Background: an optimization exercise with open tools, aiming at small area, a short achievable clock period and few clock cycles. Do not read the settings as production practice.
At most, simulation tests tie the RTL to the original design; equivalence was not proved.
No activity file was given, so power comes from the tool's default toggle rates.

==> module demosaic, before the edit <==
module demosaic(clk, reset, in_en, data_in, wr_r, addr_r, wdata_r, rdata_r, wr_g, addr_g, wdata_g, rdata_g, wr_b, addr_b, wdata_b, rdata_b, done);
input clk;
input reset;
input in_en;
input [7:0] data_in;
output reg wr_r;
output reg [13:0] addr_r;
output reg [7:0] wdata_r;
input [7:0] rdata_r;
output reg wr_g;
output reg [13:0] addr_g;
output reg [7:0] wdata_g;
input [7:0] rdata_g;
output reg wr_b;
output reg [13:0] addr_b;
output reg [7:0] wdata_b;
input [7:0] rdata_b;
output reg done;
reg        in_en_q;
reg [7:0]  din_q;
reg [13:0] lcnt;       
reg        ld_done;    
always @(posedge clk) din_q <= data_in;
always @(posedge clk or posedge reset) begin
    if (reset) begin
        in_en_q <= 1'b0;
        lcnt    <= 14'd0;
        ld_done <= 1'b0;
    end else begin
        in_en_q <= in_en;
        if (in_en_q) begin
            lcnt <= lcnt + 14'd1;
            if (&lcnt) ld_done <= 1'b1;
        end
    end
end
wire busy_g = in_en_q & ~(lcnt[7] ^ lcnt[0]);
wire busy_r = in_en_q & ~lcnt[7] &  lcnt[0];
wire busy_b = in_en_q &  lcnt[7] & ~lcnt[0];
reg  [5:0] g_yh;
reg  [6:0] g_x;        
reg  [6:0] g_s;        
reg        g_wait, g_fin;
reg  [1:0] g_roff;     
reg  [7:0] g_c0, g_c1, g_c2, g_c3;        
reg  [7:0] g_m10, g_m11, g_m12, g_m13;    
reg  [7:0] g_m20, g_m21, g_m22;           
reg  [8:0] g_s1, g_s2;
reg        g_ge;       
reg        g_rv;
reg  [1:0] g_ri;
wire g_go  = ~g_fin & ~g_wait & ~busy_g;
wire g_rd  = |g_s[3:0];
wire g_g6  = g_go & g_s[6];
wire g_rot = g_go & (g_s[3] | g_s[4] | g_s[5]);
wire g_wv  = g_go & ~g_rd & (g_x[6:1] != 6'd0);
wire ge    = ~g_x[0];
wire [6:0] g_xm = g_x - 7'd1;
wire [5:0] g_rrow = g_yh + {4'd0, g_roff};
wire [13:0] g_addr = {g_rrow, g_x[0], (g_rd ? g_x : g_xm)};
wire [9:0] g_sum = g_s1 + g_s2;
wire cap0 = g_rv & (g_ri == 2'd0);
wire cap1 = g_rv & (g_ri == 2'd1);
wire cap2 = g_rv & (g_ri == 2'd2);
wire cap3 = g_rv & (g_ri == 2'd3);
always @(posedge clk) begin
    g_ri <= {g_s[2] | g_s[3], g_s[1] | g_s[3]};
    if (g_rot)      g_c0 <= g_c1;
    else if (cap0)  g_c0 <= rdata_g;
    if (g_rot)      g_c1 <= cap2 ? rdata_g : g_c2;
    else if (cap1)  g_c1 <= rdata_g;
    if (g_rot)      g_c2 <= g_c0;
    else if (cap2)  g_c2 <= rdata_g;
    if (cap3)       g_c3 <= rdata_g;
    if (g_g6) g_ge <= g_x[0];
    if (g_g6) begin
        g_m10 <= g_c0;  g_m11 <= g_c1;  g_m12 <= g_c2;  g_m13 <= g_c3;
        g_m20 <= g_m11; g_m21 <= g_m12; g_m22 <= g_m13;
    end else if (g_rot) begin
        g_m10 <= g_m11; g_m11 <= g_m12; g_m12 <= g_m13; g_m13 <= g_m10;
        g_m20 <= g_m21; g_m21 <= g_m22; g_m22 <= g_m20;
    end
    if (g_rot) begin
        g_s1 <= g_c0 + g_m20;
        g_s2 <= g_m10 + (g_ge ? g_m11 : g_m13);
    end
end
always @(posedge clk or posedge reset) begin
    if (reset) begin
        g_yh   <= 6'd0;
        g_x    <= 7'd0;
        g_s    <= 7'd1;
        g_wait <= 1'b1;
        g_fin  <= 1'b0;
        g_rv   <= 1'b0;
        g_roff <= 2'd1;          
    end else begin
        g_rv <= g_go & g_rd;
        if (g_wait & (ld_done | (lcnt[13:7] >= {g_yh, 1'b1} + 7'd6)))    
            g_wait <= 1'b0;
        if (g_go) begin
            g_s <= {g_s[5:0], g_s[6]};
            if (g_s[6])
                g_roff <= {1'b0, g_x[0]};            
            else
                g_roff <= {g_s[1] | g_s[2] | g_s[5], g_s[0] | g_s[2] | g_s[4]}
                          + {1'b0, ge};
            if (g_s[6]) begin
                g_x  <= g_x + 7'd1;
                if (&g_x) begin
                    g_yh   <= g_yh + 6'd3;
                    g_wait <= 1'b1;
                    if (g_yh == 6'd60) g_fin <= 1'b1;
                end
            end
        end
    end
end
wire        r_wv, b_wv, r_fin, b_fin;
wire [13:0] r_addr, b_addr;
wire [7:0]  r_wdata, b_wdata;
demosaic_rb #(.P(1'b1)) u_r (
    .clk(clk), .reset(reset), .busy(busy_r), .ld_done(ld_done), .lrow(lcnt[13:7]),
    .rdata(rdata_r), .wv(r_wv), .addr(r_addr), .wdata(r_wdata), .fin(r_fin));
demosaic_rb #(.P(1'b0)) u_b (
    .clk(clk), .reset(reset), .busy(busy_b), .ld_done(ld_done), .lrow(lcnt[13:7]),
    .rdata(rdata_b), .wv(b_wv), .addr(b_addr), .wdata(b_wdata), .fin(b_fin));
always @(posedge clk) begin
    addr_g  <= busy_g ? lcnt  : g_addr;
    wdata_g <= busy_g ? din_q : g_sum[9:2];
    addr_r  <= busy_r ? lcnt  : r_addr;
    wdata_r <= busy_r ? din_q : r_wdata;
    addr_b  <= busy_b ? lcnt  : b_addr;
    wdata_b <= busy_b ? din_q : b_wdata;
end
always @(posedge clk or posedge reset) begin
    if (reset) begin
        wr_g <= 1'b0;
        wr_r <= 1'b0;
        wr_b <= 1'b0;
        done <= 1'b0;
    end else begin
        wr_g <= busy_g | g_wv;
        wr_r <= busy_r | r_wv;
        wr_b <= busy_b | b_wv;
        done <= ld_done & g_fin & r_fin & b_fin;
    end
end
endmodule
clock: 5.0 ns
lec_check: 0
cap_margin: 20
core_margin: 2
core_utilization: 40
setup_slack_margin: 3.0
slew_margin: 20
tns_end_percent: 10
run.sh (not shown) runs the stock make flow with config.mk's settings and CLKGATE_MAP_FILE= SYNTH_SCRIPT=/design/flow/synth_recipe.tcl, a recipe that flattens the netlist after the stock synthesis.
Testbench counts at the start, summed over its fixed seeds: cycles 329,652.
Edit:
--- a/flow/design.v
+++ b/flow/design.v
@@ -15,29 +15,24 @@
 output reg [13:0] addr_b;
 output reg [7:0] wdata_b;
 input [7:0] rdata_b;
 output reg done;
-reg        in_en_q;
-reg [7:0]  din_q;
 reg [13:0] lcnt;       
 reg        ld_done;    
-always @(posedge clk) din_q <= data_in;
-always @(posedge clk or posedge reset) begin
-    if (reset) begin
-        in_en_q <= 1'b0;
+always @(posedge clk or posedge reset) begin
+    if (reset) begin
         lcnt    <= 14'd0;
         ld_done <= 1'b0;
     end else begin
-        in_en_q <= in_en;
-        if (in_en_q) begin
+        if (in_en) begin
             lcnt <= lcnt + 14'd1;
             if (&lcnt) ld_done <= 1'b1;
         end
     end
 end
-wire busy_g = in_en_q & ~(lcnt[7] ^ lcnt[0]);
-wire busy_r = in_en_q & ~lcnt[7] &  lcnt[0];
-wire busy_b = in_en_q &  lcnt[7] & ~lcnt[0];
+wire busy_g = in_en & ~(lcnt[7] ^ lcnt[0]);
+wire busy_r = in_en & ~lcnt[7] &  lcnt[0];
+wire busy_b = in_en &  lcnt[7] & ~lcnt[0];
 reg  [5:0] g_yh;
 reg  [6:0] g_x;        
 reg  [6:0] g_s;        
 reg        g_wait, g_fin;
@@ -126,13 +121,13 @@
     .clk(clk), .reset(reset), .busy(busy_b), .ld_done(ld_done), .lrow(lcnt[13:7]),
     .rdata(rdata_b), .wv(b_wv), .addr(b_addr), .wdata(b_wdata), .fin(b_fin));
 always @(posedge clk) begin
     addr_g  <= busy_g ? lcnt  : g_addr;
-    wdata_g <= busy_g ? din_q : g_sum[9:2];
+    wdata_g <= busy_g ? data_in : g_sum[9:2];
     addr_r  <= busy_r ? lcnt  : r_addr;
-    wdata_r <= busy_r ? din_q : r_wdata;
+    wdata_r <= busy_r ? data_in : r_wdata;
     addr_b  <= busy_b ? lcnt  : b_addr;
-    wdata_b <= busy_b ? din_q : b_wdata;
+    wdata_b <= busy_b ? data_in : b_wdata;
 end
 always @(posedge clk or posedge reset) begin
     if (reset) begin
         wr_g <= 1'b0;
What happened: Clock-buffer cell count does not change. Wire length is higher by 1.6%. Combinational power goes down by 17%. Non-clock buffer count grows by 8. Design area is lower by 0.62%. Total power drops by 2.4%. Core utilization barely changes. Setup slack is worse by 48 ps. Synthesized cell count came out higher by 2.0%. Global-route usage rose by 0.42 points. Via count rises by 2.6%.
For the second run of this note, only the layout was checked, not whether the RTL still works.

## static timing again, ports no longer ideal
No port has a modelled driver above. Below, the same layouts with a new extraction and two added sets of constraints. Step 1: set_driving_cell puts a clkbuf_16 on clk and a buf_2 on each other input, an assumption about the parent block. Step 2, shift: input delay + t, output delay - t, t = (earliest + latest rising clock arrival at the registers) / 2. This alone moves slack from input paths to output paths. Three values: ideal, step 1, step 2; two values: the first two.
run | shift t [ns] | slack for setup (ns) | slew at the worst register clock pin (ns)
the first run | 0.603 | 2.801 / 2.747 / 2.816 | 0.06 / 0.06
the second run | 0.576 | 2.753 / 2.753 / 2.262 | 0.07 / 0.07
After both steps every run listed still meets setup and hold. The setup slack of the second run, which loses most, moves by 0.000 ns with the drivers and by -0.491 ns with both steps.
